Source: an optimization exercise on an open RTL-to-GDS flow (aim: small area, a short achievable clock period and few clock cycles). Production flows keep margins and buffers that such runs may drop.
Where RTL was checked, it was by simulation tests only, not by an equivalence proof against the original.
Only the layout flow was run in runs 2 and 3; the RTL was not checked for function there.

$ cat flow/design.v
module CONVCOR(
  input             clk,
  input             rst_n,
  input             in_valid,
  input      [15:0] in_a,
  input      [15:0] in_b,
  input             in_mode,
  output            out_valid,
  output     [35:0] out
);
reg  [3:0]  cnt;           
reg         mode;          
reg  [15:0] ra0, ra1, ra2, rb0, rb1, rb2;   
reg  [15:0] x;             
reg  [3:0]  yr_one, yr_two, yr_neg, yi_one, yi_two, yi_neg;
reg  [1:0]  np, nq;
reg  [17:0] ps_ra, ps_rb, ps_ia, ps_ib;
reg  [35:0] acc, q, o;
reg         ld_q, o_sum, o_q;
reg         ov, ovn;       
wire        idle    = (cnt == 4'd0);
wire        start   = idle & in_valid;
wire        mode_nx = start ? in_mode : mode;
wire        cj      = idle ? in_mode : mode;
reg  [3:0]  cnt_nx;
always @(*) begin
  if (!rst_n)                                          cnt_nx = 4'd0;
  else if (idle)                                       cnt_nx = in_valid ? 4'd2 : 4'd0;
  else if ((mode && cnt == 4'd6) || (!mode && cnt == 4'd12)) cnt_nx = 4'd0;
  else                                                 cnt_nx = cnt + 4'd1;
end
reg [1:0] xs, ys;
reg       uacc_nx, ld_q_nx, o_sum_nx, o_q_nx, ov_nx;
always @(*) begin
  xs = 2'd3; ys = 2'd3;
  uacc_nx = 1'b0; ld_q_nx = 1'b0; o_sum_nx = 1'b0; o_q_nx = 1'b0; ov_nx = 1'b0;
  if (mode) begin
    case (cnt)
      4'd3: uacc_nx = 1'b1;
      4'd4: begin uacc_nx = 1'b1; o_sum_nx = 1'b1; end
      4'd5: ov_nx = 1'b1;
      default: ;
    endcase
  end else begin
    case (cnt)
      4'd2:  begin xs = 2'd0;             o_sum_nx = 1'b1; end
      4'd3:  begin xs = 2'd0; ys = 2'd1; end
      4'd4:  begin xs = 2'd1; ys = 2'd1; uacc_nx = 1'b1; ld_q_nx = 1'b1; end
      4'd5:  begin xs = 2'd0; ys = 2'd1; end
      4'd6:  begin xs = 2'd2; ys = 2'd1; uacc_nx = 1'b1; end
      4'd7:  begin xs = 2'd1; ys = 2'd0; uacc_nx = 1'b1; ld_q_nx = 1'b1; o_q_nx = 1'b1; ov_nx = 1'b1; end
      4'd8:  begin xs = 2'd1; ys = 2'd2;                                  o_q_nx = 1'b1; ov_nx = 1'b1; end
      4'd9:  begin xs = 2'd2; ys = 2'd2; uacc_nx = 1'b1; o_sum_nx = 1'b1;                 ov_nx = 1'b1; end
      4'd10: begin                                         o_sum_nx = 1'b1;                 ov_nx = 1'b1; end
      4'd11: begin                                                                          ov_nx = 1'b1; end
      default: ;
    endcase
  end
  if (!rst_n) begin
    uacc_nx = 1'b0; ld_q_nx = 1'b0; o_sum_nx = 1'b0; o_q_nx = 1'b0; ov_nx = 1'b0;
  end
end
always @(posedge clk) begin
  cnt  <= cnt_nx;
  mode <= mode_nx;
  ld_q <= ld_q_nx; o_sum <= o_sum_nx; o_q <= o_q_nx;
  ov   <= ov_nx;
  ovn  <= ~ov_nx;
end
wire ld_ring = (cnt <= 4'd3);
always @(posedge clk) begin
  ra0 <= ld_ring ? in_a : ra2;  ra1 <= ra0;  ra2 <= ra1;
  rb0 <= ld_ring ? in_b : rb2;  rb1 <= rb0;  rb2 <= rb1;
end
wire [15:0] x_nx = (xs == 2'd0) ? ra0 : (xs == 2'd1) ? ra1 : (xs == 2'd2) ? ra2 : in_a;
wire [15:0] y_nx = (ys == 2'd0) ? rb0 : (ys == 2'd1) ? rb1 : (ys == 2'd2) ? rb2 : in_b;
function [11:0] booth;   
  input [7:0] v;
  input       ng;
  integer k;
  reg b2, b1, b0;
  begin
    for (k = 0; k < 4; k = k + 1) begin
      b2 = v[2*k+1]; b1 = v[2*k]; b0 = (k == 0) ? 1'b0 : v[2*k-1];
      booth[k]     = b1 ^ b0;
      booth[4+k]   = (b2 & ~b1 & ~b0) | (~b2 & b1 & b0);
      booth[8+k]   = b2 ^ ng;
    end
  end
endfunction
wire [11:0] eyr = booth(y_nx[15:8], 1'b0);
wire [11:0] eyi = booth(y_nx[7:0], cj);
always @(posedge clk) begin
  x <= x_nx;
  {yr_neg, yr_two, yr_one} <= eyr;
  {yi_neg, yi_two, yi_one} <= eyi;
  np <= {eyr[11] & ~eyi[11], eyr[11] ^ ~eyi[11]};
  nq <= {eyr[11] & eyi[11],  eyr[11] ^ eyi[11]};
end
wire [17:0] ra, rb, ia, ib;
ptree u_pt (.xr(x[15:8]), .xi(x[7:0]),
            .yr_one(yr_one), .yr_two(yr_two), .yr_neg(yr_neg),
            .yi_one(yi_one), .yi_two(yi_two), .yi_neg(yi_neg),
            .np(np), .nq(nq), .ra(ra), .rb(rb), .ia(ia), .ib(ib));
always @(posedge clk) begin
  ps_ra <= ra; ps_rb <= rb; ps_ia <= ia; ps_ib <= ib;
end
wire [17:0] gr = acc[35:18], gi = acc[17:0];
wire [17:0] sr_s = ps_ra ^ ps_rb ^ gr;
wire [17:0] sr_c = (ps_ra & ps_rb) | (ps_ra & gr) | (ps_rb & gr);
wire [17:0] si_s = ps_ia ^ ps_ib ^ gi;
wire [17:0] si_c = (ps_ia & ps_ib) | (ps_ia & gi) | (ps_ib & gi);
wire [17:0] sr = sr_s + {sr_c[16:0], 1'b0};
wire [17:0] si = si_s + {si_c[16:0], 1'b0};
wire [35:0] sum = {sr, si};
always @(posedge clk) begin
  acc <= {36{uacc_nx}} & sum;    
  if (ld_q) q <= sum;
  if (o_sum)    o <= sum;
  else if (o_q) o <= q;
end
assign out_valid = ov;
assign out = {~({18{ovn}} | ~o[35:18]), {18{ov}} & o[17:0]};
endmodule
module ptree(
  input  [7:0] xr, input [7:0] xi,
  input  [3:0] yr_one, input [3:0] yr_two, input [3:0] yr_neg,
  input  [3:0] yi_one, input [3:0] yi_two, input [3:0] yi_neg,
  input  [1:0] np, input [1:0] nq,
  output [17:0] ra, output [17:0] rb, output [17:0] ia, output [17:0] ib
);
  wire r_w1 = (yr_one[0] & xr[0]) ^ yr_neg[0];
  wire r_w2 = ((yr_one[0] & xr[1]) | (yr_two[0] & xr[0])) ^ yr_neg[0];
  wire r_w3 = ((yr_one[0] & xr[2]) | (yr_two[0] & xr[1])) ^ yr_neg[0];
  wire r_w4 = ((yr_one[0] & xr[3]) | (yr_two[0] & xr[2])) ^ yr_neg[0];
  wire r_w5 = ((yr_one[0] & xr[4]) | (yr_two[0] & xr[3])) ^ yr_neg[0];
  wire r_w6 = ((yr_one[0] & xr[5]) | (yr_two[0] & xr[4])) ^ yr_neg[0];
  wire r_w7 = ((yr_one[0] & xr[6]) | (yr_two[0] & xr[5])) ^ yr_neg[0];
  wire r_w8 = ((yr_one[0] & xr[7]) | (yr_two[0] & xr[6])) ^ yr_neg[0];
  wire r_w9 = ((yr_one[0] & xr[7]) | (yr_two[0] & xr[7])) ^ yr_neg[0];
  wire r_w10 = ~r_w9;
  wire r_w11 = (yr_one[1] & xr[0]) ^ yr_neg[1];
  wire r_w12 = ((yr_one[1] & xr[1]) | (yr_two[1] & xr[0])) ^ yr_neg[1];
  wire r_w13 = ((yr_one[1] & xr[2]) | (yr_two[1] & xr[1])) ^ yr_neg[1];
  wire r_w14 = ((yr_one[1] & xr[3]) | (yr_two[1] & xr[2])) ^ yr_neg[1];
  wire r_w15 = ((yr_one[1] & xr[4]) | (yr_two[1] & xr[3])) ^ yr_neg[1];
  wire r_w16 = ((yr_one[1] & xr[5]) | (yr_two[1] & xr[4])) ^ yr_neg[1];
  wire r_w17 = ((yr_one[1] & xr[6]) | (yr_two[1] & xr[5])) ^ yr_neg[1];
  wire r_w18 = ((yr_one[1] & xr[7]) | (yr_two[1] & xr[6])) ^ yr_neg[1];
  wire r_w19 = ((yr_one[1] & xr[7]) | (yr_two[1] & xr[7])) ^ yr_neg[1];
  wire r_w20 = ~r_w19;
  wire r_w21 = (yr_one[2] & xr[0]) ^ yr_neg[2];
  wire r_w22 = ((yr_one[2] & xr[1]) | (yr_two[2] & xr[0])) ^ yr_neg[2];
  wire r_w23 = ((yr_one[2] & xr[2]) | (yr_two[2] & xr[1])) ^ yr_neg[2];
  wire r_w24 = ((yr_one[2] & xr[3]) | (yr_two[2] & xr[2])) ^ yr_neg[2];
  wire r_w25 = ((yr_one[2] & xr[4]) | (yr_two[2] & xr[3])) ^ yr_neg[2];
  wire r_w26 = ((yr_one[2] & xr[5]) | (yr_two[2] & xr[4])) ^ yr_neg[2];
  wire r_w27 = ((yr_one[2] & xr[6]) | (yr_two[2] & xr[5])) ^ yr_neg[2];
  wire r_w28 = ((yr_one[2] & xr[7]) | (yr_two[2] & xr[6])) ^ yr_neg[2];
  wire r_w29 = ((yr_one[2] & xr[7]) | (yr_two[2] & xr[7])) ^ yr_neg[2];
  wire r_w30 = ~r_w29;
  wire r_w31 = (yr_one[3] & xr[0]) ^ yr_neg[3];
  wire r_w32 = ((yr_one[3] & xr[1]) | (yr_two[3] & xr[0])) ^ yr_neg[3];
  wire r_w33 = ((yr_one[3] & xr[2]) | (yr_two[3] & xr[1])) ^ yr_neg[3];
  wire r_w34 = ((yr_one[3] & xr[3]) | (yr_two[3] & xr[2])) ^ yr_neg[3];
  wire r_w35 = ((yr_one[3] & xr[4]) | (yr_two[3] & xr[3])) ^ yr_neg[3];
  wire r_w36 = ((yr_one[3] & xr[5]) | (yr_two[3] & xr[4])) ^ yr_neg[3];
  wire r_w37 = ((yr_one[3] & xr[6]) | (yr_two[3] & xr[5])) ^ yr_neg[3];
  wire r_w38 = ((yr_one[3] & xr[7]) | (yr_two[3] & xr[6])) ^ yr_neg[3];
  wire r_w39 = ((yr_one[3] & xr[7]) | (yr_two[3] & xr[7])) ^ yr_neg[3];
  wire r_w40 = ~r_w39;
  wire r_w41 = (yi_one[0] & xi[0]) ^ ~yi_neg[0];
  wire r_w42 = ((yi_one[0] & xi[1]) | (yi_two[0] & xi[0])) ^ ~yi_neg[0];
  wire r_w43 = ((yi_one[0] & xi[2]) | (yi_two[0] & xi[1])) ^ ~yi_neg[0];
  wire r_w44 = ((yi_one[0] & xi[3]) | (yi_two[0] & xi[2])) ^ ~yi_neg[0];
  wire r_w45 = ((yi_one[0] & xi[4]) | (yi_two[0] & xi[3])) ^ ~yi_neg[0];
  wire r_w46 = ((yi_one[0] & xi[5]) | (yi_two[0] & xi[4])) ^ ~yi_neg[0];
  wire r_w47 = ((yi_one[0] & xi[6]) | (yi_two[0] & xi[5])) ^ ~yi_neg[0];
  wire r_w48 = ((yi_one[0] & xi[7]) | (yi_two[0] & xi[6])) ^ ~yi_neg[0];
  wire r_w49 = ((yi_one[0] & xi[7]) | (yi_two[0] & xi[7])) ^ ~yi_neg[0];
  wire r_w50 = ~r_w49;
  wire r_w51 = (yi_one[1] & xi[0]) ^ ~yi_neg[1];
  wire r_w52 = ((yi_one[1] & xi[1]) | (yi_two[1] & xi[0])) ^ ~yi_neg[1];
  wire r_w53 = ((yi_one[1] & xi[2]) | (yi_two[1] & xi[1])) ^ ~yi_neg[1];
  wire r_w54 = ((yi_one[1] & xi[3]) | (yi_two[1] & xi[2])) ^ ~yi_neg[1];
  wire r_w55 = ((yi_one[1] & xi[4]) | (yi_two[1] & xi[3])) ^ ~yi_neg[1];
  wire r_w56 = ((yi_one[1] & xi[5]) | (yi_two[1] & xi[4])) ^ ~yi_neg[1];
  wire r_w57 = ((yi_one[1] & xi[6]) | (yi_two[1] & xi[5])) ^ ~yi_neg[1];
  wire r_w58 = ((yi_one[1] & xi[7]) | (yi_two[1] & xi[6])) ^ ~yi_neg[1];
  wire r_w59 = ((yi_one[1] & xi[7]) | (yi_two[1] & xi[7])) ^ ~yi_neg[1];
  wire r_w60 = ~r_w59;
  wire r_w61 = (yi_one[2] & xi[0]) ^ ~yi_neg[2];
  wire r_w62 = ((yi_one[2] & xi[1]) | (yi_two[2] & xi[0])) ^ ~yi_neg[2];
  wire r_w63 = ((yi_one[2] & xi[2]) | (yi_two[2] & xi[1])) ^ ~yi_neg[2];
  wire r_w64 = ((yi_one[2] & xi[3]) | (yi_two[2] & xi[2])) ^ ~yi_neg[2];
  wire r_w65 = ((yi_one[2] & xi[4]) | (yi_two[2] & xi[3])) ^ ~yi_neg[2];
  wire r_w66 = ((yi_one[2] & xi[5]) | (yi_two[2] & xi[4])) ^ ~yi_neg[2];
  wire r_w67 = ((yi_one[2] & xi[6]) | (yi_two[2] & xi[5])) ^ ~yi_neg[2];
  wire r_w68 = ((yi_one[2] & xi[7]) | (yi_two[2] & xi[6])) ^ ~yi_neg[2];
  wire r_w69 = ((yi_one[2] & xi[7]) | (yi_two[2] & xi[7])) ^ ~yi_neg[2];
  wire r_w70 = ~r_w69;
  wire r_w71 = (yi_one[3] & xi[0]) ^ ~yi_neg[3];
  wire r_w72 = ((yi_one[3] & xi[1]) | (yi_two[3] & xi[0])) ^ ~yi_neg[3];
  wire r_w73 = ((yi_one[3] & xi[2]) | (yi_two[3] & xi[1])) ^ ~yi_neg[3];
  wire r_w74 = ((yi_one[3] & xi[3]) | (yi_two[3] & xi[2])) ^ ~yi_neg[3];
  wire r_w75 = ((yi_one[3] & xi[4]) | (yi_two[3] & xi[3])) ^ ~yi_neg[3];
  wire r_w76 = ((yi_one[3] & xi[5]) | (yi_two[3] & xi[4])) ^ ~yi_neg[3];
  wire r_w77 = ((yi_one[3] & xi[6]) | (yi_two[3] & xi[5])) ^ ~yi_neg[3];
  wire r_w78 = ((yi_one[3] & xi[7]) | (yi_two[3] & xi[6])) ^ ~yi_neg[3];
  wire r_w79 = ((yi_one[3] & xi[7]) | (yi_two[3] & xi[7])) ^ ~yi_neg[3];
  wire r_w80 = ~r_w79;
  wire r_w81 = r_w5 ^ r_w13 ^ r_w21;
  wire r_w82 = (r_w5 & r_w13) | (r_w5 & r_w21) | (r_w13 & r_w21);
  wire r_w83 = r_w6 ^ r_w14;
  wire r_w84 = r_w6 & r_w14;
  wire r_w85 = r_w7 ^ r_w15 ^ r_w23;
  wire r_w86 = (r_w7 & r_w15) | (r_w7 & r_w23) | (r_w15 & r_w23);
  wire r_w87 = r_w31 ^ r_w47 ^ r_w55;
  wire r_w88 = (r_w31 & r_w47) | (r_w31 & r_w55) | (r_w47 & r_w55);
  wire r_w89 = r_w8 ^ r_w16 ^ r_w24;
  wire r_w90 = (r_w8 & r_w16) | (r_w8 & r_w24) | (r_w16 & r_w24);
  wire r_w91 = r_w32 ^ r_w48 ^ r_w56;
  wire r_w92 = (r_w32 & r_w48) | (r_w32 & r_w56) | (r_w48 & r_w56);
  wire r_w93 = r_w64 ^ r_w72;
  wire r_w94 = r_w64 & r_w72;
  wire r_w95 = r_w10 ^ r_w17 ^ r_w25;
  wire r_w96 = (r_w10 & r_w17) | (r_w10 & r_w25) | (r_w17 & r_w25);
  wire r_w97 = r_w33 ^ r_w50 ^ r_w57;
  wire r_w98 = (r_w33 & r_w50) | (r_w33 & r_w57) | (r_w50 & r_w57);
  wire r_w99 = r_w65 ^ r_w73;
  wire r_w100 = r_w65 & r_w73;
  wire r_w101 = r_w18 ^ r_w26 ^ r_w34;
  wire r_w102 = (r_w18 & r_w26) | (r_w18 & r_w34) | (r_w26 & r_w34);
  wire r_w103 = r_w58 ^ r_w66 ^ r_w74;
  wire r_w104 = (r_w58 & r_w66) | (r_w58 & r_w74) | (r_w66 & r_w74);
  wire r_w105 = r_w20 ^ r_w27 ^ r_w35;
  wire r_w106 = (r_w20 & r_w27) | (r_w20 & r_w35) | (r_w27 & r_w35);
  wire r_w107 = r_w60 ^ r_w67;
  wire r_w108 = r_w60 & r_w67;
  wire r_w109 = r_w3 ^ r_w11 ^ yr_neg[1];
  wire r_w110 = (r_w3 & r_w11) | (r_w3 & yr_neg[1]) | (r_w11 & yr_neg[1]);
  wire r_w111 = r_w4 ^ r_w12;
  wire r_w112 = r_w4 & r_w12;
  wire r_w113 = yr_neg[2] ^ r_w45 ^ r_w53;
  wire r_w114 = (yr_neg[2] & r_w45) | (yr_neg[2] & r_w53) | (r_w45 & r_w53);
  wire r_w115 = r_w61 ^ ~yi_neg[2];
  wire r_w116 = r_w61 & ~yi_neg[2];
  wire r_w117 = r_w22 ^ r_w46 ^ r_w54;
  wire r_w118 = (r_w22 & r_w46) | (r_w22 & r_w54) | (r_w46 & r_w54);
  wire r_w119 = r_w62 ^ r_w83 ^ r_w82;
  wire r_w120 = (r_w62 & r_w83) | (r_w62 & r_w82) | (r_w83 & r_w82);
  wire r_w121 = r_w63 ^ r_w71 ^ np[0];
  wire r_w122 = (r_w63 & r_w71) | (r_w63 & np[0]) | (r_w71 & np[0]);
  wire r_w123 = r_w85 ^ r_w87 ^ r_w84;
  wire r_w124 = (r_w85 & r_w87) | (r_w85 & r_w84) | (r_w87 & r_w84);
  wire r_w125 = np[1] ^ r_w89 ^ r_w91;
  wire r_w126 = (np[1] & r_w89) | (np[1] & r_w91) | (r_w89 & r_w91);
  wire r_w127 = r_w93 ^ r_w86 ^ r_w88;
  wire r_w128 = (r_w93 & r_w86) | (r_w93 & r_w88) | (r_w86 & r_w88);
  wire r_w129 = r_w95 ^ r_w97 ^ r_w99;
  wire r_w130 = (r_w95 & r_w97) | (r_w95 & r_w99) | (r_w97 & r_w99);
  wire r_w131 = r_w90 ^ r_w92 ^ r_w94;
  wire r_w132 = (r_w90 & r_w92) | (r_w90 & r_w94) | (r_w92 & r_w94);
  wire r_w133 = 1'b1 ^ r_w101 ^ r_w103;
  wire r_w134 = (1'b1 & r_w101) | (1'b1 & r_w103) | (r_w101 & r_w103);
  wire r_w135 = r_w96 ^ r_w98 ^ r_w100;
  wire r_w136 = (r_w96 & r_w98) | (r_w96 & r_w100) | (r_w98 & r_w100);
  wire r_w137 = r_w75 ^ 1'b1 ^ r_w105;
  wire r_w138 = (r_w75 & 1'b1) | (r_w75 & r_w105) | (1'b1 & r_w105);
  wire r_w139 = r_w107 ^ r_w102 ^ r_w104;
  wire r_w140 = (r_w107 & r_w102) | (r_w107 & r_w104) | (r_w102 & r_w104);
  wire r_w141 = r_w28 ^ r_w36 ^ r_w68;
  wire r_w142 = (r_w28 & r_w36) | (r_w28 & r_w68) | (r_w36 & r_w68);
  wire r_w143 = r_w76 ^ r_w106 ^ r_w108;
  wire r_w144 = (r_w76 & r_w106) | (r_w76 & r_w108) | (r_w106 & r_w108);
  wire r_w145 = r_w30 ^ r_w37 ^ r_w70;
  wire r_w146 = (r_w30 & r_w37) | (r_w30 & r_w70) | (r_w37 & r_w70);
  wire r_w147 = r_w77 ^ 1'b1;
  wire r_w148 = r_w77 & 1'b1;
  wire r_w149 = r_w1 ^ yr_neg[0];
  wire r_w150 = r_w1 & yr_neg[0];
  wire r_w151 = r_w43 ^ r_w51;
  wire r_w152 = r_w43 & r_w51;
  wire r_w153 = r_w44 ^ r_w52 ^ r_w111;
  wire r_w154 = (r_w44 & r_w52) | (r_w44 & r_w111) | (r_w52 & r_w111);
  wire r_w155 = r_w81 ^ r_w113 ^ r_w115;
  wire r_w156 = (r_w81 & r_w113) | (r_w81 & r_w115) | (r_w113 & r_w115);
  wire r_w157 = r_w117 ^ r_w119 ^ r_w114;
  wire r_w158 = (r_w117 & r_w119) | (r_w117 & r_w114) | (r_w119 & r_w114);
  wire r_w159 = r_w121 ^ r_w123 ^ r_w118;
  wire r_w160 = (r_w121 & r_w123) | (r_w121 & r_w118) | (r_w123 & r_w118);
  wire r_w161 = r_w125 ^ r_w127 ^ r_w122;
  wire r_w162 = (r_w125 & r_w127) | (r_w125 & r_w122) | (r_w127 & r_w122);
  wire r_w163 = r_w129 ^ r_w131 ^ r_w126;
  wire r_w164 = (r_w129 & r_w131) | (r_w129 & r_w126) | (r_w131 & r_w126);
  wire r_w165 = r_w133 ^ r_w135 ^ r_w130;
  wire r_w166 = (r_w133 & r_w135) | (r_w133 & r_w130) | (r_w135 & r_w130);
  wire r_w167 = r_w137 ^ r_w139 ^ r_w134;
  wire r_w168 = (r_w137 & r_w139) | (r_w137 & r_w134) | (r_w139 & r_w134);
  wire r_w169 = r_w141 ^ r_w143 ^ r_w138;
  wire r_w170 = (r_w141 & r_w143) | (r_w141 & r_w138) | (r_w143 & r_w138);
  wire r_w171 = r_w145 ^ r_w147 ^ r_w142;
  wire r_w172 = (r_w145 & r_w147) | (r_w145 & r_w142) | (r_w147 & r_w142);
  wire r_w173 = r_w38 ^ r_w78 ^ r_w146;
  wire r_w174 = (r_w38 & r_w78) | (r_w38 & r_w146) | (r_w78 & r_w146);
  wire r_w175 = r_w40 ^ r_w80;
  wire r_w176 = r_w40 & r_w80;
  wire r_w177 = r_w41 ^ ~yi_neg[0];
  wire r_w178 = r_w41 & ~yi_neg[0];
  wire r_w179 = r_w2 ^ r_w42 ^ r_w150;
  wire r_w180 = (r_w2 & r_w42) | (r_w2 & r_w150) | (r_w42 & r_w150);
  wire r_w181 = ~yi_neg[1] ^ r_w109 ^ r_w151;
  wire r_w182 = (~yi_neg[1] & r_w109) | (~yi_neg[1] & r_w151) | (r_w109 & r_w151);
  wire r_w183 = r_w110 ^ r_w153 ^ r_w152;
  wire r_w184 = (r_w110 & r_w153) | (r_w110 & r_w152) | (r_w153 & r_w152);
  wire r_w185 = r_w112 ^ r_w155 ^ r_w154;
  wire r_w186 = (r_w112 & r_w155) | (r_w112 & r_w154) | (r_w155 & r_w154);
  wire r_w187 = r_w116 ^ r_w157 ^ r_w156;
  wire r_w188 = (r_w116 & r_w157) | (r_w116 & r_w156) | (r_w157 & r_w156);
  wire r_w189 = r_w120 ^ r_w159 ^ r_w158;
  wire r_w190 = (r_w120 & r_w159) | (r_w120 & r_w158) | (r_w159 & r_w158);
  wire r_w191 = r_w124 ^ r_w161 ^ r_w160;
  wire r_w192 = (r_w124 & r_w161) | (r_w124 & r_w160) | (r_w161 & r_w160);
  wire r_w193 = r_w128 ^ r_w163 ^ r_w162;
  wire r_w194 = (r_w128 & r_w163) | (r_w128 & r_w162) | (r_w163 & r_w162);
  wire r_w195 = r_w132 ^ r_w165 ^ r_w164;
  wire r_w196 = (r_w132 & r_w165) | (r_w132 & r_w164) | (r_w165 & r_w164);
  wire r_w197 = r_w136 ^ r_w167 ^ r_w166;
  wire r_w198 = (r_w136 & r_w167) | (r_w136 & r_w166) | (r_w167 & r_w166);
  wire r_w199 = r_w140 ^ r_w169 ^ r_w168;
  wire r_w200 = (r_w140 & r_w169) | (r_w140 & r_w168) | (r_w169 & r_w168);
  wire r_w201 = r_w144 ^ r_w171 ^ r_w170;
  wire r_w202 = (r_w144 & r_w171) | (r_w144 & r_w170) | (r_w171 & r_w170);
  wire r_w203 = r_w148 ^ r_w173 ^ r_w172;
  wire r_w204 = (r_w148 & r_w173) | (r_w148 & r_w172) | (r_w173 & r_w172);
  wire r_w205 = 1'b1 ^ r_w175 ^ r_w174;
  wire r_w206 = (1'b1 & r_w175) | (1'b1 & r_w174) | (r_w175 & r_w174);
  assign ra = {1'b1, 1'b1, r_w176, r_w205, r_w203, r_w201, r_w199, r_w197, r_w195, r_w193, r_w191, r_w189, r_w187, r_w185, r_w183, r_w181, r_w179, r_w149};
  assign rb = {1'b0, 1'b0, r_w206, r_w204, r_w202, r_w200, r_w198, r_w196, r_w194, r_w192, r_w190, r_w188, r_w186, r_w184, r_w182, r_w180, r_w178, r_w177};
  wire i_w207 = (yi_one[0] & xr[0]) ^ yi_neg[0];
  wire i_w208 = ((yi_one[0] & xr[1]) | (yi_two[0] & xr[0])) ^ yi_neg[0];
  wire i_w209 = ((yi_one[0] & xr[2]) | (yi_two[0] & xr[1])) ^ yi_neg[0];
  wire i_w210 = ((yi_one[0] & xr[3]) | (yi_two[0] & xr[2])) ^ yi_neg[0];
  wire i_w211 = ((yi_one[0] & xr[4]) | (yi_two[0] & xr[3])) ^ yi_neg[0];
  wire i_w212 = ((yi_one[0] & xr[5]) | (yi_two[0] & xr[4])) ^ yi_neg[0];
  wire i_w213 = ((yi_one[0] & xr[6]) | (yi_two[0] & xr[5])) ^ yi_neg[0];
  wire i_w214 = ((yi_one[0] & xr[7]) | (yi_two[0] & xr[6])) ^ yi_neg[0];
  wire i_w215 = ((yi_one[0] & xr[7]) | (yi_two[0] & xr[7])) ^ yi_neg[0];
  wire i_w216 = ~i_w215;
  wire i_w217 = (yi_one[1] & xr[0]) ^ yi_neg[1];
  wire i_w218 = ((yi_one[1] & xr[1]) | (yi_two[1] & xr[0])) ^ yi_neg[1];
  wire i_w219 = ((yi_one[1] & xr[2]) | (yi_two[1] & xr[1])) ^ yi_neg[1];
  wire i_w220 = ((yi_one[1] & xr[3]) | (yi_two[1] & xr[2])) ^ yi_neg[1];
  wire i_w221 = ((yi_one[1] & xr[4]) | (yi_two[1] & xr[3])) ^ yi_neg[1];
  wire i_w222 = ((yi_one[1] & xr[5]) | (yi_two[1] & xr[4])) ^ yi_neg[1];
  wire i_w223 = ((yi_one[1] & xr[6]) | (yi_two[1] & xr[5])) ^ yi_neg[1];
  wire i_w224 = ((yi_one[1] & xr[7]) | (yi_two[1] & xr[6])) ^ yi_neg[1];
  wire i_w225 = ((yi_one[1] & xr[7]) | (yi_two[1] & xr[7])) ^ yi_neg[1];
  wire i_w226 = ~i_w225;
  wire i_w227 = (yi_one[2] & xr[0]) ^ yi_neg[2];
  wire i_w228 = ((yi_one[2] & xr[1]) | (yi_two[2] & xr[0])) ^ yi_neg[2];
  wire i_w229 = ((yi_one[2] & xr[2]) | (yi_two[2] & xr[1])) ^ yi_neg[2];
  wire i_w230 = ((yi_one[2] & xr[3]) | (yi_two[2] & xr[2])) ^ yi_neg[2];
  wire i_w231 = ((yi_one[2] & xr[4]) | (yi_two[2] & xr[3])) ^ yi_neg[2];
  wire i_w232 = ((yi_one[2] & xr[5]) | (yi_two[2] & xr[4])) ^ yi_neg[2];
  wire i_w233 = ((yi_one[2] & xr[6]) | (yi_two[2] & xr[5])) ^ yi_neg[2];
  wire i_w234 = ((yi_one[2] & xr[7]) | (yi_two[2] & xr[6])) ^ yi_neg[2];
  wire i_w235 = ((yi_one[2] & xr[7]) | (yi_two[2] & xr[7])) ^ yi_neg[2];
  wire i_w236 = ~i_w235;
  wire i_w237 = (yi_one[3] & xr[0]) ^ yi_neg[3];
  wire i_w238 = ((yi_one[3] & xr[1]) | (yi_two[3] & xr[0])) ^ yi_neg[3];
  wire i_w239 = ((yi_one[3] & xr[2]) | (yi_two[3] & xr[1])) ^ yi_neg[3];
  wire i_w240 = ((yi_one[3] & xr[3]) | (yi_two[3] & xr[2])) ^ yi_neg[3];
  wire i_w241 = ((yi_one[3] & xr[4]) | (yi_two[3] & xr[3])) ^ yi_neg[3];
  wire i_w242 = ((yi_one[3] & xr[5]) | (yi_two[3] & xr[4])) ^ yi_neg[3];
  wire i_w243 = ((yi_one[3] & xr[6]) | (yi_two[3] & xr[5])) ^ yi_neg[3];
  wire i_w244 = ((yi_one[3] & xr[7]) | (yi_two[3] & xr[6])) ^ yi_neg[3];
  wire i_w245 = ((yi_one[3] & xr[7]) | (yi_two[3] & xr[7])) ^ yi_neg[3];
  wire i_w246 = ~i_w245;
  wire i_w247 = (yr_one[0] & xi[0]) ^ yr_neg[0];
  wire i_w248 = ((yr_one[0] & xi[1]) | (yr_two[0] & xi[0])) ^ yr_neg[0];
  wire i_w249 = ((yr_one[0] & xi[2]) | (yr_two[0] & xi[1])) ^ yr_neg[0];
  wire i_w250 = ((yr_one[0] & xi[3]) | (yr_two[0] & xi[2])) ^ yr_neg[0];
  wire i_w251 = ((yr_one[0] & xi[4]) | (yr_two[0] & xi[3])) ^ yr_neg[0];
  wire i_w252 = ((yr_one[0] & xi[5]) | (yr_two[0] & xi[4])) ^ yr_neg[0];
  wire i_w253 = ((yr_one[0] & xi[6]) | (yr_two[0] & xi[5])) ^ yr_neg[0];
  wire i_w254 = ((yr_one[0] & xi[7]) | (yr_two[0] & xi[6])) ^ yr_neg[0];
  wire i_w255 = ((yr_one[0] & xi[7]) | (yr_two[0] & xi[7])) ^ yr_neg[0];
  wire i_w256 = ~i_w255;
  wire i_w257 = (yr_one[1] & xi[0]) ^ yr_neg[1];
  wire i_w258 = ((yr_one[1] & xi[1]) | (yr_two[1] & xi[0])) ^ yr_neg[1];
  wire i_w259 = ((yr_one[1] & xi[2]) | (yr_two[1] & xi[1])) ^ yr_neg[1];
  wire i_w260 = ((yr_one[1] & xi[3]) | (yr_two[1] & xi[2])) ^ yr_neg[1];
  wire i_w261 = ((yr_one[1] & xi[4]) | (yr_two[1] & xi[3])) ^ yr_neg[1];
  wire i_w262 = ((yr_one[1] & xi[5]) | (yr_two[1] & xi[4])) ^ yr_neg[1];
  wire i_w263 = ((yr_one[1] & xi[6]) | (yr_two[1] & xi[5])) ^ yr_neg[1];
  wire i_w264 = ((yr_one[1] & xi[7]) | (yr_two[1] & xi[6])) ^ yr_neg[1];
  wire i_w265 = ((yr_one[1] & xi[7]) | (yr_two[1] & xi[7])) ^ yr_neg[1];
  wire i_w266 = ~i_w265;
  wire i_w267 = (yr_one[2] & xi[0]) ^ yr_neg[2];
  wire i_w268 = ((yr_one[2] & xi[1]) | (yr_two[2] & xi[0])) ^ yr_neg[2];
  wire i_w269 = ((yr_one[2] & xi[2]) | (yr_two[2] & xi[1])) ^ yr_neg[2];
  wire i_w270 = ((yr_one[2] & xi[3]) | (yr_two[2] & xi[2])) ^ yr_neg[2];
  wire i_w271 = ((yr_one[2] & xi[4]) | (yr_two[2] & xi[3])) ^ yr_neg[2];
  wire i_w272 = ((yr_one[2] & xi[5]) | (yr_two[2] & xi[4])) ^ yr_neg[2];
  wire i_w273 = ((yr_one[2] & xi[6]) | (yr_two[2] & xi[5])) ^ yr_neg[2];
  wire i_w274 = ((yr_one[2] & xi[7]) | (yr_two[2] & xi[6])) ^ yr_neg[2];
  wire i_w275 = ((yr_one[2] & xi[7]) | (yr_two[2] & xi[7])) ^ yr_neg[2];
  wire i_w276 = ~i_w275;
  wire i_w277 = (yr_one[3] & xi[0]) ^ yr_neg[3];
  wire i_w278 = ((yr_one[3] & xi[1]) | (yr_two[3] & xi[0])) ^ yr_neg[3];
  wire i_w279 = ((yr_one[3] & xi[2]) | (yr_two[3] & xi[1])) ^ yr_neg[3];
  wire i_w280 = ((yr_one[3] & xi[3]) | (yr_two[3] & xi[2])) ^ yr_neg[3];
  wire i_w281 = ((yr_one[3] & xi[4]) | (yr_two[3] & xi[3])) ^ yr_neg[3];
  wire i_w282 = ((yr_one[3] & xi[5]) | (yr_two[3] & xi[4])) ^ yr_neg[3];
  wire i_w283 = ((yr_one[3] & xi[6]) | (yr_two[3] & xi[5])) ^ yr_neg[3];
  wire i_w284 = ((yr_one[3] & xi[7]) | (yr_two[3] & xi[6])) ^ yr_neg[3];
  wire i_w285 = ((yr_one[3] & xi[7]) | (yr_two[3] & xi[7])) ^ yr_neg[3];
  wire i_w286 = ~i_w285;
  wire i_w287 = i_w211 ^ i_w219 ^ i_w227;
  wire i_w288 = (i_w211 & i_w219) | (i_w211 & i_w227) | (i_w219 & i_w227);
  wire i_w289 = i_w212 ^ i_w220;
  wire i_w290 = i_w212 & i_w220;
  wire i_w291 = i_w213 ^ i_w221 ^ i_w229;
  wire i_w292 = (i_w213 & i_w221) | (i_w213 & i_w229) | (i_w221 & i_w229);
  wire i_w293 = i_w237 ^ i_w253 ^ i_w261;
  wire i_w294 = (i_w237 & i_w253) | (i_w237 & i_w261) | (i_w253 & i_w261);
  wire i_w295 = i_w214 ^ i_w222 ^ i_w230;
  wire i_w296 = (i_w214 & i_w222) | (i_w214 & i_w230) | (i_w222 & i_w230);
  wire i_w297 = i_w238 ^ i_w254 ^ i_w262;
  wire i_w298 = (i_w238 & i_w254) | (i_w238 & i_w262) | (i_w254 & i_w262);
  wire i_w299 = i_w270 ^ i_w278;
  wire i_w300 = i_w270 & i_w278;
  wire i_w301 = i_w216 ^ i_w223 ^ i_w231;
  wire i_w302 = (i_w216 & i_w223) | (i_w216 & i_w231) | (i_w223 & i_w231);
  wire i_w303 = i_w239 ^ i_w256 ^ i_w263;
  wire i_w304 = (i_w239 & i_w256) | (i_w239 & i_w263) | (i_w256 & i_w263);
  wire i_w305 = i_w271 ^ i_w279;
  wire i_w306 = i_w271 & i_w279;
  wire i_w307 = i_w224 ^ i_w232 ^ i_w240;
  wire i_w308 = (i_w224 & i_w232) | (i_w224 & i_w240) | (i_w232 & i_w240);
  wire i_w309 = i_w264 ^ i_w272 ^ i_w280;
  wire i_w310 = (i_w264 & i_w272) | (i_w264 & i_w280) | (i_w272 & i_w280);
  wire i_w311 = i_w226 ^ i_w233 ^ i_w241;
  wire i_w312 = (i_w226 & i_w233) | (i_w226 & i_w241) | (i_w233 & i_w241);
  wire i_w313 = i_w266 ^ i_w273;
  wire i_w314 = i_w266 & i_w273;
  wire i_w315 = i_w209 ^ i_w217 ^ yi_neg[1];
  wire i_w316 = (i_w209 & i_w217) | (i_w209 & yi_neg[1]) | (i_w217 & yi_neg[1]);
  wire i_w317 = i_w210 ^ i_w218;
  wire i_w318 = i_w210 & i_w218;
  wire i_w319 = yi_neg[2] ^ i_w251 ^ i_w259;
  wire i_w320 = (yi_neg[2] & i_w251) | (yi_neg[2] & i_w259) | (i_w251 & i_w259);
  wire i_w321 = i_w267 ^ yr_neg[2];
  wire i_w322 = i_w267 & yr_neg[2];
  wire i_w323 = i_w228 ^ i_w252 ^ i_w260;
  wire i_w324 = (i_w228 & i_w252) | (i_w228 & i_w260) | (i_w252 & i_w260);
  wire i_w325 = i_w268 ^ i_w289 ^ i_w288;
  wire i_w326 = (i_w268 & i_w289) | (i_w268 & i_w288) | (i_w289 & i_w288);
  wire i_w327 = i_w269 ^ i_w277 ^ nq[0];
  wire i_w328 = (i_w269 & i_w277) | (i_w269 & nq[0]) | (i_w277 & nq[0]);
  wire i_w329 = i_w291 ^ i_w293 ^ i_w290;
  wire i_w330 = (i_w291 & i_w293) | (i_w291 & i_w290) | (i_w293 & i_w290);
  wire i_w331 = nq[1] ^ i_w295 ^ i_w297;
  wire i_w332 = (nq[1] & i_w295) | (nq[1] & i_w297) | (i_w295 & i_w297);
  wire i_w333 = i_w299 ^ i_w292 ^ i_w294;
  wire i_w334 = (i_w299 & i_w292) | (i_w299 & i_w294) | (i_w292 & i_w294);
  wire i_w335 = i_w301 ^ i_w303 ^ i_w305;
  wire i_w336 = (i_w301 & i_w303) | (i_w301 & i_w305) | (i_w303 & i_w305);
  wire i_w337 = i_w296 ^ i_w298 ^ i_w300;
  wire i_w338 = (i_w296 & i_w298) | (i_w296 & i_w300) | (i_w298 & i_w300);
  wire i_w339 = 1'b1 ^ i_w307 ^ i_w309;
  wire i_w340 = (1'b1 & i_w307) | (1'b1 & i_w309) | (i_w307 & i_w309);
  wire i_w341 = i_w302 ^ i_w304 ^ i_w306;
  wire i_w342 = (i_w302 & i_w304) | (i_w302 & i_w306) | (i_w304 & i_w306);
  wire i_w343 = i_w281 ^ 1'b1 ^ i_w311;
  wire i_w344 = (i_w281 & 1'b1) | (i_w281 & i_w311) | (1'b1 & i_w311);
  wire i_w345 = i_w313 ^ i_w308 ^ i_w310;
  wire i_w346 = (i_w313 & i_w308) | (i_w313 & i_w310) | (i_w308 & i_w310);
  wire i_w347 = i_w234 ^ i_w242 ^ i_w274;
  wire i_w348 = (i_w234 & i_w242) | (i_w234 & i_w274) | (i_w242 & i_w274);
  wire i_w349 = i_w282 ^ i_w312 ^ i_w314;
  wire i_w350 = (i_w282 & i_w312) | (i_w282 & i_w314) | (i_w312 & i_w314);
  wire i_w351 = i_w236 ^ i_w243 ^ i_w276;
  wire i_w352 = (i_w236 & i_w243) | (i_w236 & i_w276) | (i_w243 & i_w276);
  wire i_w353 = i_w283 ^ 1'b1;
  wire i_w354 = i_w283 & 1'b1;
  wire i_w355 = i_w207 ^ yi_neg[0];
  wire i_w356 = i_w207 & yi_neg[0];
  wire i_w357 = i_w249 ^ i_w257;
  wire i_w358 = i_w249 & i_w257;
  wire i_w359 = i_w250 ^ i_w258 ^ i_w317;
  wire i_w360 = (i_w250 & i_w258) | (i_w250 & i_w317) | (i_w258 & i_w317);
  wire i_w361 = i_w287 ^ i_w319 ^ i_w321;
  wire i_w362 = (i_w287 & i_w319) | (i_w287 & i_w321) | (i_w319 & i_w321);
  wire i_w363 = i_w323 ^ i_w325 ^ i_w320;
  wire i_w364 = (i_w323 & i_w325) | (i_w323 & i_w320) | (i_w325 & i_w320);
  wire i_w365 = i_w327 ^ i_w329 ^ i_w324;
  wire i_w366 = (i_w327 & i_w329) | (i_w327 & i_w324) | (i_w329 & i_w324);
  wire i_w367 = i_w331 ^ i_w333 ^ i_w328;
  wire i_w368 = (i_w331 & i_w333) | (i_w331 & i_w328) | (i_w333 & i_w328);
  wire i_w369 = i_w335 ^ i_w337 ^ i_w332;
  wire i_w370 = (i_w335 & i_w337) | (i_w335 & i_w332) | (i_w337 & i_w332);
  wire i_w371 = i_w339 ^ i_w341 ^ i_w336;
  wire i_w372 = (i_w339 & i_w341) | (i_w339 & i_w336) | (i_w341 & i_w336);
  wire i_w373 = i_w343 ^ i_w345 ^ i_w340;
  wire i_w374 = (i_w343 & i_w345) | (i_w343 & i_w340) | (i_w345 & i_w340);
  wire i_w375 = i_w347 ^ i_w349 ^ i_w344;
  wire i_w376 = (i_w347 & i_w349) | (i_w347 & i_w344) | (i_w349 & i_w344);
  wire i_w377 = i_w351 ^ i_w353 ^ i_w348;
  wire i_w378 = (i_w351 & i_w353) | (i_w351 & i_w348) | (i_w353 & i_w348);
  wire i_w379 = i_w244 ^ i_w284 ^ i_w352;
  wire i_w380 = (i_w244 & i_w284) | (i_w244 & i_w352) | (i_w284 & i_w352);
  wire i_w381 = i_w246 ^ i_w286;
  wire i_w382 = i_w246 & i_w286;
  wire i_w383 = i_w247 ^ yr_neg[0];
  wire i_w384 = i_w247 & yr_neg[0];
  wire i_w385 = i_w208 ^ i_w248 ^ i_w356;
  wire i_w386 = (i_w208 & i_w248) | (i_w208 & i_w356) | (i_w248 & i_w356);
  wire i_w387 = yr_neg[1] ^ i_w315 ^ i_w357;
  wire i_w388 = (yr_neg[1] & i_w315) | (yr_neg[1] & i_w357) | (i_w315 & i_w357);
  wire i_w389 = i_w316 ^ i_w359 ^ i_w358;
  wire i_w390 = (i_w316 & i_w359) | (i_w316 & i_w358) | (i_w359 & i_w358);
  wire i_w391 = i_w318 ^ i_w361 ^ i_w360;
  wire i_w392 = (i_w318 & i_w361) | (i_w318 & i_w360) | (i_w361 & i_w360);
  wire i_w393 = i_w322 ^ i_w363 ^ i_w362;
  wire i_w394 = (i_w322 & i_w363) | (i_w322 & i_w362) | (i_w363 & i_w362);
  wire i_w395 = i_w326 ^ i_w365 ^ i_w364;
  wire i_w396 = (i_w326 & i_w365) | (i_w326 & i_w364) | (i_w365 & i_w364);
  wire i_w397 = i_w330 ^ i_w367 ^ i_w366;
  wire i_w398 = (i_w330 & i_w367) | (i_w330 & i_w366) | (i_w367 & i_w366);
  wire i_w399 = i_w334 ^ i_w369 ^ i_w368;
  wire i_w400 = (i_w334 & i_w369) | (i_w334 & i_w368) | (i_w369 & i_w368);
  wire i_w401 = i_w338 ^ i_w371 ^ i_w370;
  wire i_w402 = (i_w338 & i_w371) | (i_w338 & i_w370) | (i_w371 & i_w370);
  wire i_w403 = i_w342 ^ i_w373 ^ i_w372;
  wire i_w404 = (i_w342 & i_w373) | (i_w342 & i_w372) | (i_w373 & i_w372);
  wire i_w405 = i_w346 ^ i_w375 ^ i_w374;
  wire i_w406 = (i_w346 & i_w375) | (i_w346 & i_w374) | (i_w375 & i_w374);
  wire i_w407 = i_w350 ^ i_w377 ^ i_w376;
  wire i_w408 = (i_w350 & i_w377) | (i_w350 & i_w376) | (i_w377 & i_w376);
  wire i_w409 = i_w354 ^ i_w379 ^ i_w378;
  wire i_w410 = (i_w354 & i_w379) | (i_w354 & i_w378) | (i_w379 & i_w378);
  wire i_w411 = 1'b1 ^ i_w381 ^ i_w380;
  wire i_w412 = (1'b1 & i_w381) | (1'b1 & i_w380) | (i_w381 & i_w380);
  assign ia = {1'b1, 1'b1, i_w382, i_w411, i_w409, i_w407, i_w405, i_w403, i_w401, i_w399, i_w397, i_w395, i_w393, i_w391, i_w389, i_w387, i_w385, i_w355};
  assign ib = {1'b0, 1'b0, i_w412, i_w410, i_w408, i_w406, i_w404, i_w402, i_w400, i_w398, i_w396, i_w394, i_w392, i_w390, i_w388, i_w386, i_w384, i_w383};
endmodule
$ cat flow/flow/run.sh
#!/bin/bash
set -euo pipefail
bash standard.sh SETUP_SLACK_MARGIN=6.9 "BUFFER_PORTS_ARGS=-buffer_cell sky130_fd_sc_hd__buf_2" finish > make_finish.log 2>&1
$ cat flow/standard.sh
#!/bin/bash
# synth_recipe.tcl (not shown) runs the flow's synth.tcl, then flattens the netlist and writes it again
# the make line also repeats each setting of config.mk as NAME=value (left out here)
make -C /OpenROAD-flow-scripts/flow DESIGN_CONFIG=/design/flow/config.mk WORK_HOME=/design/flow/orfs CLKGATE_MAP_FILE= SYNTH_SCRIPT=/design/flow/synth_recipe.tcl "${@:-finish}"
$ cat flow/config.mk
export PLATFORM = sky130hd
export DESIGN_NAME = CONVCOR
export DESIGN_NICKNAME = CONVCOR
export VERILOG_FILES = /design/flow/design.v
export SDC_FILE = /design/flow/constraint.sdc
export NUM_CORES = 4
export LEC_CHECK = 0
export CAP_MARGIN = 20
export CORE_MARGIN = 2
export CORE_UTILIZATION = 55
export CTS_CLUSTER_DIAMETER = 80
export CTS_CLUSTER_SIZE = 24
export SLEW_MARGIN = 20
$ cat flow/constraint.sdc
create_clock -name core_clock -period 10.0 [get_ports {clk}]
set_input_delay 2.0000 -clock core_clock [delete_from_list [all_inputs] [get_ports {clk}]]
set_output_delay 2.0000 -clock core_clock [all_outputs]
set_load 0.01 [all_outputs]
==> results.txt, run 1 <==
- Area of the mapped netlist: 17300 um^2
- Syn. warnings: 1
- Post-synthesis sequential area ratio: 41.5%
- Critical path capture point type: primary output
- WP data required: ~8.0 ns
- Cts bufs inserted: 17
- Clk latency of the worst-skew pair: about 0.53 ns
- First-pass GRT wire length: 57.7 mm
- Post-CTS Hold Buffers: 0
- Root Buffer: clkbuf_16
- Status: complete, no violations
- Hold/Removal Path Class: register to register
- Die Ht: about 180 um
- GRT overflow: 0
- Final wirelength: 36.2 mm
- Die width: 181 um
- Reg-to-Reg End: ps_ra[11]
- CP max-delay cell: dfxtp_4
- Final Hold Violating Endpoints: 0
- Clock Tree Buf Depth: 3
- Syn nets: 1716
- I/O Buffers: 72
- GRT Overall Usage: 22.0%
- Share of the synthesized area in the top cell type: 28.8%
- Post-route DRC: 0
- Crit path max fanout: 19
- Drt first pass iters: 5
- I/O pin total: 73
- Slew HR: ~38%
- Type of the worst setup path: register to primary output
- Starting Density: 56.3%
- CP peak stage delay: roughly 0.44 ns
- Post-DRT Antenna Nets: 0
- Antenna cells: 0
- Async SR Flop Fraction: 0%
- Worst Max-Slew Pin Slew: approximately 0.93 ns
- Final Cycle Share: 32.4%
- Post-synth EDFFs: 73
- CP startpoint kind: register
- H-tree Lvls: 1
- Core Area: slightly above 30000 um^2
- Vias: 10900
- Vias in the first global route: 10800
- Clock sinks: between 300 and 400
- WHS: 0.347 ns
- FMAX: 309 MHz
- Hold Crit Depth: 0
- CP top delay family: flip-flops
- Reg-to-reg slack, setup: 6.96 ns
- Num rows: 64
- Net count, final: 1779
- Initial drt markers: around 840
- Max cap viols: 0
- Ranking of synthesized cells by area: dfxtp_1, fa_1, edfxtp_1
- CP Buf/Inv Count: 1
- Hold-critical path endpoint: rb2[3]
- Synth Instances: 1487
- Synth Flop Type: dfxtp_1
- Syn avg cell area: about 12 um^2
- Biggest area consumer among synthesized cells: dfxtp_1
- Clk slew on worst S/H paths: 0.10 ns
- Via density: 5.61
- Final-report max-slew violation count: 0
- Hold Crit Start: rb1[3]
- Largest net degree at the start of global routing: 45
- RSZ-0062 raised after global routing: true
- WL per Instance: 18.6 um
- Post-synth cell types: 57
- TNS Setup: 0 ns
- Gp weighted congestion: 0.821
- Fraction of layout cells with a size suffix above 1: between 20% and 30%
- Die area: ~33000 um^2
- DP HPWL: approximately 25 mm
- Worst Skew: ~0.021 ns
- Final setup fails: 0
- Initial antenna violation count: 0
- Crit path time final: 3.24 ns
- Worst Reg2Reg Path Length in Cells: 10
- CTS tree: done
- FF+latch count, synth: 322
- Crit path cell chain: and2_1, buf_2
- Layout Area Growth over Synthesis: 10.4%
- Worst flop-to-flop path startpoint: x[12]
- Crit path DAT: 1.24 ns
==> registers in the layout, summed over array words and instances (netlist names), 16 cells and up <==
signal,cells
ps_ra,16
ps_ib,16
acc,36
o,36
rb2,16
x,16
ps_ia,16
ps_rb,16
rb1,16
q,36
ra2,16
rb0,16
ra0,16
ra1,16
==> cells in the mapped netlist, types with 3 or more instances <==
| cell | number |
|---|---|
| dfxtp_1 | 249 |
| inv_1 | 144 |
| fa_1 | 130 |
| a22oi_1 | 112 |
| xnor2_1 | 92 |
| xor2_1 | 87 |
| clkbuf_1 | 84 |
| edfxtp_1 | 73 |
| ha_1 | 63 |
| mux2_2 | 59 |
| and2_1 | 49 |
| nand2_1 | 49 |
| a21oi_1 | 42 |
| o21ai_0 | 38 |
| nor2_1 | 35 |
| mux4_2 | 24 |
| nor2b_1 | 24 |
| a21o_1 | 11 |
| nand2b_1 | 10 |
| mux4_1 | 8 |
| nand3_1 | 8 |
| a211oi_1 | 7 |
| a31oi_1 | 7 |
| buf_1 | 7 |
| o21a_1 | 7 |
| o21bai_1 | 6 |
| and3_1 | 5 |
| nor3_1 | 5 |
| o211ai_1 | 5 |
| o22ai_1 | 5 |
| and4_1 | 3 |
| buf_6 | 3 |
| nand4_1 | 3 |
| o21ai_1 | 3 |
| o31ai_1 | 3 |
==> how the worst max path moves through the flow <==
| stage | from | to | slack [ns] | cells after the start |
|---|---|---|---|---|
| finish | ov | out[15] | 6.76 | 2 |
| global route | ov | out[17] | 6.68 | 2 |
| CTS | ov | out[15] | 6.73 | 2 |
| detailed placement | yi_neg[1] | ps_ia[8] | 6.37 | 7 |
| global placement | yi_neg[1] | ps_ia[8] | 6.46 | 7 |
| floorplan | x[5] | ps_ia[7] | 6.91 | 11 |
==> area by class of cell <==
type / instances / area [um^2]
Clock buffer: 23 / 469
Inverter: 145 / 544
Sequential cell: 322 / 7320
Clock inverter: 2 / 20.0
Multi-Input combinational cell: 923 / 9330
Fill cell: 2525 / 11700
Timing Repair Buffer: 141 / 921
Tap cell: 396 / 495
==> what timing repair did <==
action	4_1_cts	5_1_grt
endpoints found under the setup margin	79	66
setup buffers	0	60
pin swaps	1	7
resized for setup	81	27
==> metrics by stage <==
| step | setup WS, ns | std cells | area [um^2] | utilization, % |
|---|---|---|---|---|
| 4_1_cts | 6.73 | 1892 | 18500 | 60.1 |
| 2_1_floorplan | 6.91 | 1487 | 17400 | - |
| 3_5_place_dp | 6.37 | 1867 | 17800 | 58.0 |
| 3_3_place_gp | 6.46 | 1867 | 17800 | 58.0 |
| 6_report | 6.76 | 1952 | 19100 | 62.1 |
| 5_1_grt | 6.68 | 1952 | 19100 | 62.1 |
==> cell families after synthesis <==
| logic type | after synthesis | share of synthesized area [%] |
|---|---|---|
| adder cells (fa/ha/maj) | 193 | 19.6 |
| buffers and inverters | 242 | 5.42 |
| XOR/XNOR | 179 | 9.06 |
| multiplexers | 93 | 8.30 |
| AND/OR/NAND/NOR | 199 | 6.01 |
| AO/OA/AOI/OAI | 259 | 10.1 |
| flip-flops | 322 | 41.5 |
==> layer usage <==
layer,up-vias,global-route usage [%],part of all wire [%],wire length (um)
met1,5431,32.2,45,16500
met2,342,35.5,47,16900
met3,37,2.06,5.6,2020
met4,0,5.40,2.4,862
li1,5139,-,-,-
met5,-,0,0,0
==> cell usage in the layout (no fill, tap or decap), types with 5 or more instances in the layout <==
| master | n |
|---|---|
| and2_1 | 49 |
| o21ai_0 | 34 |
| xnor2_1 | 91 |
| mux2_2 | 59 |
| dfxtp_2 | 5 |
| a22oi_2 | 7 |
| mux4_2 | 24 |
| a21o_1 | 11 |
| nor2_1 | 35 |
| ha_1 | 62 |
| nor2b_1 | 24 |
| o21bai_1 | 6 |
| clkbuf_16 | 18 |
| mux4_1 | 8 |
| xor2_1 | 86 |
| buf_4 | 61 |
| nand2_1 | 49 |
| nand2b_1 | 10 |
| fa_1 | 128 |
| a31oi_1 | 6 |
| edfxtp_1 | 73 |
| o22ai_1 | 5 |
| a22oi_1 | 105 |
| o211ai_1 | 5 |
| o21ai_1 | 6 |
| dfxtp_4 | 36 |
| a21oi_1 | 41 |
| buf_2 | 72 |
| inv_1 | 144 |
| clkbuf_1 | 5 |
| dfxtp_1 | 208 |
| and3_1 | 5 |
| nand3_1 | 8 |
| o21a_1 | 7 |
Testbench counts, summed over its fixed seeds: cycles 21,468.
==> inputs of run 2 (changes only) <==
--- a/flow/design.v
+++ b/flow/design.v
@@ -20,2 +20,4 @@
 reg         ov, ovn;       
+reg         ov_pre;        
+reg         ovd, ovdn;     
 wire        idle    = (cnt == 4'd0);
@@ -62,2 +64,3 @@
 end
+wire ov_pre_nx = mode_nx ? (cnt_nx == 4'd5) : (cnt_nx >= 4'd7 && cnt_nx <= 4'd11);
 always @(posedge clk) begin
@@ -68,2 +71,5 @@
   ovn  <= ~ov_nx;
+  ov_pre <= ov_pre_nx;
+  ovd  <= ov_pre & rst_n;
+  ovdn <= ~(ov_pre & rst_n);
 end
@@ -122,3 +128,3 @@
 assign out_valid = ov;
-assign out = {~({18{ovn}} | ~o[35:18]), {18{ov}} & o[17:0]};
+assign out = {~({9{ovdn}} | ~o[35:27]), {9{ovd}} & o[26:18], ~({9{ovn}} | ~o[17:9]), {9{ov}} & o[8:0]};
 endmodule
==> flow/flow/run.sh (replaced) <==
#!/bin/bash
set -euo pipefail
bash standard.sh SETUP_SLACK_MARGIN=6.8 "BUFFER_PORTS_ARGS=-buffer_cell sky130_fd_sc_hd__buf_2" finish > make_finish.log 2>&1
--- a/flow/config.mk
+++ b/flow/config.mk
@@ -9,3 +9,3 @@
 export CORE_MARGIN = 2
-export CORE_UTILIZATION = 55
+export CORE_UTILIZATION = 40
 export CTS_CLUSTER_DIAMETER = 80
==> run 2 against run 1 <==
  * Routed wire length increased by 7.0%
  * Sequential share of layout area increased by 0.54 points
  * Setup slack improved by 0.0043 ns
  * Still clean
  * Critical path type unchanged
==> results.txt, run 2 <==
- Area of the mapped netlist: about 18000 um^2
- Crit path launch: o[22]
- DP HPWL: 27.5 mm
- Vias: 11500
- Post-synthesis sequential area ratio: 41.8%
- FF+latch count, synth: 334
- Largest registers: acc x36, o x36, q x36
- Crit path time final: 3.23 ns
- Final-report max-slew violation count: 0
- Worst slack, placed: 6.34 ns
- Post-route DRC: 0
- GRT overflow: 0
- Crit path cell chain: and2_1, buf_2
- Most common library cells after synthesis: dfxtp_1, inv_1, fa_1, a22oi_1, clkbuf_1
- Commonest non-fill, non-tap cell in the layout: dfxtp_1
- Crit path max fanout: 1
- Die Ht: 214 um
- Type of the worst setup path: register to primary output
- Net count, final: between 1500 and 2000
- Drt first pass iters: 6
- Final setup fails: 0
- Num rows: 77
- Largest net degree at the start of global routing: 46
- Critical path capture point type: primary output
- CP startpoint kind: register
- Gp weighted congestion: 0.854
- Top-count cell post-synth: dfxtp_1
- RSZ-0062 raised after global routing: true
- First-pass GRT wire length: ~64 mm
- FF/Latch Area: approximately 7500 um^2
- Worst Skew: 0.0257 ns
- Post-synth EDFFs: 72
- Cts bufs inserted: 20
- Layout fillers: 4217
- Clk latency of the worst-skew pair: 0.55 ns
- Slew HR: 34.3%
- Hold/Removal Path Class: register to register
- I/O pin total: 73
- Final Cycle Share: 32.3%
- Syn avg cell area: 10.8 um^2
- Syn. warnings: 1
- Vias in the first global route: about 12000
- Share of the synthesized area in the top cell type: 29.6%
- Die area: approximately 46000 um^2
- Root Buffer: clkbuf_16
- CP peak stage delay: 0.40 ns
- Worst Reg2Reg Path Length in Cells: 9
- Status: complete, no violations
- Layout Area Growth over Synthesis: 9.61%
- Crit path DAT: 1.23 ns
- H-tree Lvls: 1
- Via density: 5.10
- Syn nets: between 1500 and 2000
- Biggest area consumer among synthesized cells: dfxtp_1
- I/O Buffers: 72
- TNS Setup: 0 ns
- Post-CTS Hold Buffers: 0
- Max cap viols: 0
- Synth Instances: between 1500 and 2000
- WL per Instance: 17.2 um
- GRT Overall Usage: 17.1%
- Starting Density: 40.3%
- Die width: 214 um
- Post-DRT Antenna Nets: 0
- Setup ws final: 6.77 ns
- FMAX: 310 MHz
- Area occupied by multi-input gates: 9410 um^2
- Fraction of layout cells with a size suffix above 1: 14.9%
- Reg-to-reg slack, setup: just under 7 ns
- Antenna cells: 0
- Core Area: 43900 um^2
- Clk slew on worst S/H paths: 0.09 ns
- Clock sinks: between 300 and 400
- Initial antenna violation count: 0
- Worst flop-to-flop path startpoint: yi_two[3]
- Clock Tree Buf Depth: 3
- Async SR Flop Fraction: 0%
- Most frequent cells in the layout: dfxtp_1, inv_1, fa_1
- WP data required: 8.00 ns
- CTS tree: done
- Ranking of synthesized cells by area: dfxtp_1, fa_1, edfxtp_1
- Final wirelength: roughly 39 mm
- CP max-delay cell: edfxtp_1
- Worst Setup EP: out[22]
- Reg-to-Reg End: ps_ia[7]
- Final instance area: between 15000 and 20000 um^2
- Worst Max-Slew Pin Slew: 0.985 ns
- Synth Flop Type: dfxtp_1
- Placed instance area: between 15000 and 20000 um^2
- Post-synth cell types: 57
- Final Hold Violating Endpoints: 0
- Initial drt markers: 705
-- run 2: worst min path at each step --
stage | to | start | cells past startpoint | slack, ns
after global placement | ra1[13] | ra0[13] | 0 | 0.33
after floorplan | ra1[0] | ra0[0] | 0 | 0.33
after CTS | ra1[1] | ra0[1] | 0 | 0.35
final | ra1[1] | ra0[1] | 0 | 0.35
after detailed placement | ra1[13] | ra0[13] | 0 | 0.34
after global routing | rb1[14] | rb0[14] | 0 | 0.36
-- run 2: layout make-up --
class	count	area share, %
Clock buffer	24	2.82
Timing Repair Buffer	91	2.71
Sequential cell	334	38.9
Multi-Input combinational cell	1050	48.5
Inverter	150	2.90
Clock inverter	10	0.451
Tap cell	592	3.81
-- run 2: through the flow --
stage,util [%],instances,hold slack [ns]
6_report,44.2,2251,0.345
5_1_grt,44.2,2251,0.358
4_1_cts,43.9,2247,0.349
3_5_place_dp,42.1,2211,0.337
3_3_place_gp,42.1,2211,0.333
2_1_floorplan,-,1641,0.330
-- run 2: routing by layer --
| metal | part of all wire [%] | GRT usage, % | vias up | wire length (um) |
|---|---|---|---|---|
| met3 | 5.6 | 2.78 | 59 | 2150 |
| met1 | 46 | 23.4 | 5652 | 17800 |
| li1 | - | - | 5458 | - |
| met2 | 46 | 28.0 | 308 | 17900 |
| met5 | 0 | 0 | - | 0 |
| met4 | 2.2 | 5.14 | 0 | 872 |
-- run 2: timing repair --
item / CTS / global route
resized for setup: 58 / 41
cloned: 0 / 0
setup buffers: 2 / 4
endpoints found under the setup margin: 71 / 68
pin swaps: 5 / 9
-- run 2: logic make-up after synthesis --
logic type               synth area share, %
flip-flops                              41.8
AO/OA/AOI/OAI                           11.4
AND/OR/NAND/NOR                         7.45
buffers and inverters                   5.50
adder cells (fa/ha/maj)                 19.1
XOR/XNOR                                8.70
multiplexers                            6.06
-- run 2: worst max-delay path: cells and delay by family, from the launching register on --
kind,cells,cell delay (ns)
simple gates,1,0.15
flops,1,0.40
buf+inv,1,0.13
==> inputs of run 3 (changes only) <==
--- a/flow/design.v
+++ b/flow/design.v
@@ -76,8 +76,10 @@
 wire ld_ring = (cnt <= 4'd3);
+wire [15:0] ra0_nx = ld_ring ? in_a : ra2;
+wire [15:0] rb0_nx = ld_ring ? in_b : rb2;
 always @(posedge clk) begin
-  ra0 <= ld_ring ? in_a : ra2;  ra1 <= ra0;  ra2 <= ra1;
-  rb0 <= ld_ring ? in_b : rb2;  rb1 <= rb0;  rb2 <= rb1;
+  ra0 <= ra0_nx;  ra1 <= ra0;  ra2 <= ra1;
+  rb0 <= rb0_nx;  rb1 <= rb0;  rb2 <= rb1;
 end
-wire [15:0] x_nx = (xs == 2'd0) ? ra0 : (xs == 2'd1) ? ra1 : (xs == 2'd2) ? ra2 : in_a;
-wire [15:0] y_nx = (ys == 2'd0) ? rb0 : (ys == 2'd1) ? rb1 : (ys == 2'd2) ? rb2 : in_b;
+wire [15:0] x_nx = (xs == 2'd0) ? ra0 : (xs == 2'd1) ? ra1 : ra0_nx;
+wire [15:0] y_nx = (ys == 2'd0) ? rb0 : (ys == 2'd1) ? rb1 : rb0_nx;
 function [11:0] booth;   
==> run 3 against run 2 <==
  * Cell area shrank 0.88%
  * Routed wire length shrank 4.1%
  * Largest cell class unchanged
  * Clock-buffer cell count is the same
  * Still clean
  * Final cell count shrank 3.3%
  * First-iteration DRC count grew 3.4%
  * Sequential share of layout area grew 0.44 points
  * Critical path depth is the same
  * Non-clock buffer count is the same
==> results.txt, run 3 <==
- Status: complete, no violations
- Crit path max fanout: 1
- Vias in the first global route: 11300
- Die width: 213 um
- Post-CTS Hold Buffers: 0
- GRT overflow: 0
- Synth Flop Type: dfxtp_1
- Hold/Removal Path Class: register to register
- Initial antenna violation count: 0
- Root Buffer: clkbuf_16
- Clk slew on worst S/H paths: 0.09 ns
- Fraction of layout cells with a size suffix above 1: 15.8%
- Slew HR: about 28%
- Syn avg cell area: 11.2 um^2
- Initial drt markers: 729
- CP startpoint kind: register
- Drt first pass iters: 5
- Crit path time final: 3.21 ns
- CP peak stage delay: 0.38 ns
- Post-synthesis sequential area ratio: 42.4%
- Syn. warnings: 1
- Die area: 45400 um^2
- Type of the worst setup path: register to primary output
- Post-synth cell types: 62
- Max cap viols: 0
- Worst Max-Slew Pin Slew: roughly 1.1 ns
- Cts bufs inserted: 21
- WP data required: 8.00 ns
- First-pass GRT wire length: between 50 and 60 mm
- Final-report max-slew violation count: 0
- Syn nets: 1792
- Clock Tree Buf Depth: 3
- WL per Instance: 17.1 um
- Ranking of synthesized cells by area: dfxtp_1, fa_1, edfxtp_1
- Most frequent cells in the layout: dfxtp_1, inv_1, fa_1
- Critical path capture point type: primary output
- Largest registers: acc x36, o x36, q x36
- Starting Density: 40.6%
- Net count, final: 1810
- Synth Instances: around 1600
- Final Hold Violating Endpoints: 0
- H-tree Lvls: 1
- FF/Latch Area: 7560 um^2
- Largest net degree at the start of global routing: 38
- Most common library cells after synthesis: dfxtp_1, inv_1, fa_1, a22oi_1, xor2_1
- Share of the synthesized area in the top cell type: a little under a third
- Final setup fails: 0
- Clk latency of the worst-skew pair: about 0.54 ns
- Die Ht: 213 um
- Placed cells: about 2100
- Antenna cells: 0
- Area occupied by multi-input gates: just over 9000 um^2
- Async SR Flop Fraction: 0%
- Area of the mapped netlist: 17500 um^2
- Post-synth EDFFs: a little over 70
- Clock sinks: 334
- Num rows: 76
- CP max-delay cell: edfxtp_1
- Biggest area consumer among synthesized cells: dfxtp_1
- RSZ-0062 raised after global routing: true
- CP Buf/Inv Count: 1
- Fin cells: 2177
- Vias: 11000
- FF+latch count, synth: 334
- Final wirelength: 37.2 mm
==> run 3: timing repair <==
item / 4_1_cts / 5_1_grt
endpoints found under the setup margin: 72 / 72
pin swaps: 2 / 4
resized for setup: 52 / 49
buffers inserted: 1 / 11
==> run 3: path summary, 6_finish.rpt <==
path | from | end | slack [ns] | depth (start not counted)
worst max-delay path | o[26] | out[26] | 6.79 | 2
worst min-delay path | rb1[4] | rb2[4] | 0.35 | 0
worst max register to register | ps_ra[1] | o[29] | 6.90 | 10
worst min register to register | rb1[4] | rb2[4] | 0.35 | 0
==> run 3: through the flow <==
stage                     util [%]  worst slack (ns)  hold slack (ns)  instance area, um^2
final                         44.7              6.79            0.351                19200
after global routing          44.7              6.72            0.362                19200
after CTS                     44.1              6.76            0.355                19000
after detailed placement      42.3              6.26            0.337                18200
after global placement        42.3              6.29            0.334                18200
after floorplan                  -              6.79            0.330                17500
==> run 3: final cells by class <==
cell class | instances | area share, %
repair buffers | 91 | 2.69
flip-flops and latches | 334 | 39.3
well taps | 585 | 3.80
multi-input cells | 976 | 47.5
clock inverters | 9 | 0.741
inverters | 158 | 3.08
clock buffers | 24 | 2.84
==> run 3: logic make-up (layout without fill, tap and decap cells) <==
logic type	count (synthesis)	count (layout)	synth area share, %
flip-flops	334	334	42.4
AO/OA/AOI/OAI	271	271	10.6
buffers and inverters	254	282	5.63
AND/OR/NAND/NOR	235	235	6.91
adder cells (fa/ha/maj)	192	192	19.3
XOR/XNOR	176	176	8.87
multiplexers	102	102	6.26
==> run 3: routing by layer <==
layer / global-route usage [%] / wire length, um / up-vias
met2: 27.3 / 17000 / 299
li1: - / - / 5219
met3: 2.15 / 1980 / 58
met4: 5.23 / 1250 / 0
met5: 0 / 0 / -
met1: 23.3 / 17000 / 5398

## re-timing with driven ports
How much do the figures lean on ideal ports? The routed layouts below were timed once more, with nothing changed but the port constraints.
Step 1 (the two cells are an assumption about what drives the block):
set clk [get_ports {clk}]
set_driving_cell -lib_cell sky130_fd_sc_hd__clkbuf_16 $clk
set_driving_cell -lib_cell sky130_fd_sc_hd__buf_2 [delete_from_list [all_inputs] $clk]
Step 2 also shifts input and output timing later by t, the mid clock arrival at the registers, as if the neighbouring blocks saw the same clock.
a / b / c = ideal ports / drivers / drivers and shift; a / b = the first two.
| run | t (ns) | setup slack, ns | hold WS [ns] | worst setup path at the end |
|---|---|---|---|---|
| run 1 | 0.568 | 6.765 / 6.714 / 6.581 | 0.347 / 0.347 / 0.347 | input to register |
| run 2 | 0.589 | 6.769 / 6.716 / 6.396 | 0.345 / 0.345 / 0.345 | input to register |
| run 3 | 0.583 | 6.793 / 6.737 / 6.377 | 0.351 / 0.351 / 0.351 | input to register |
After both steps every run listed still meets setup and hold. The setup slack of run 3, which loses most, moves by -0.056 ns with the drivers and by -0.416 ns with both steps.
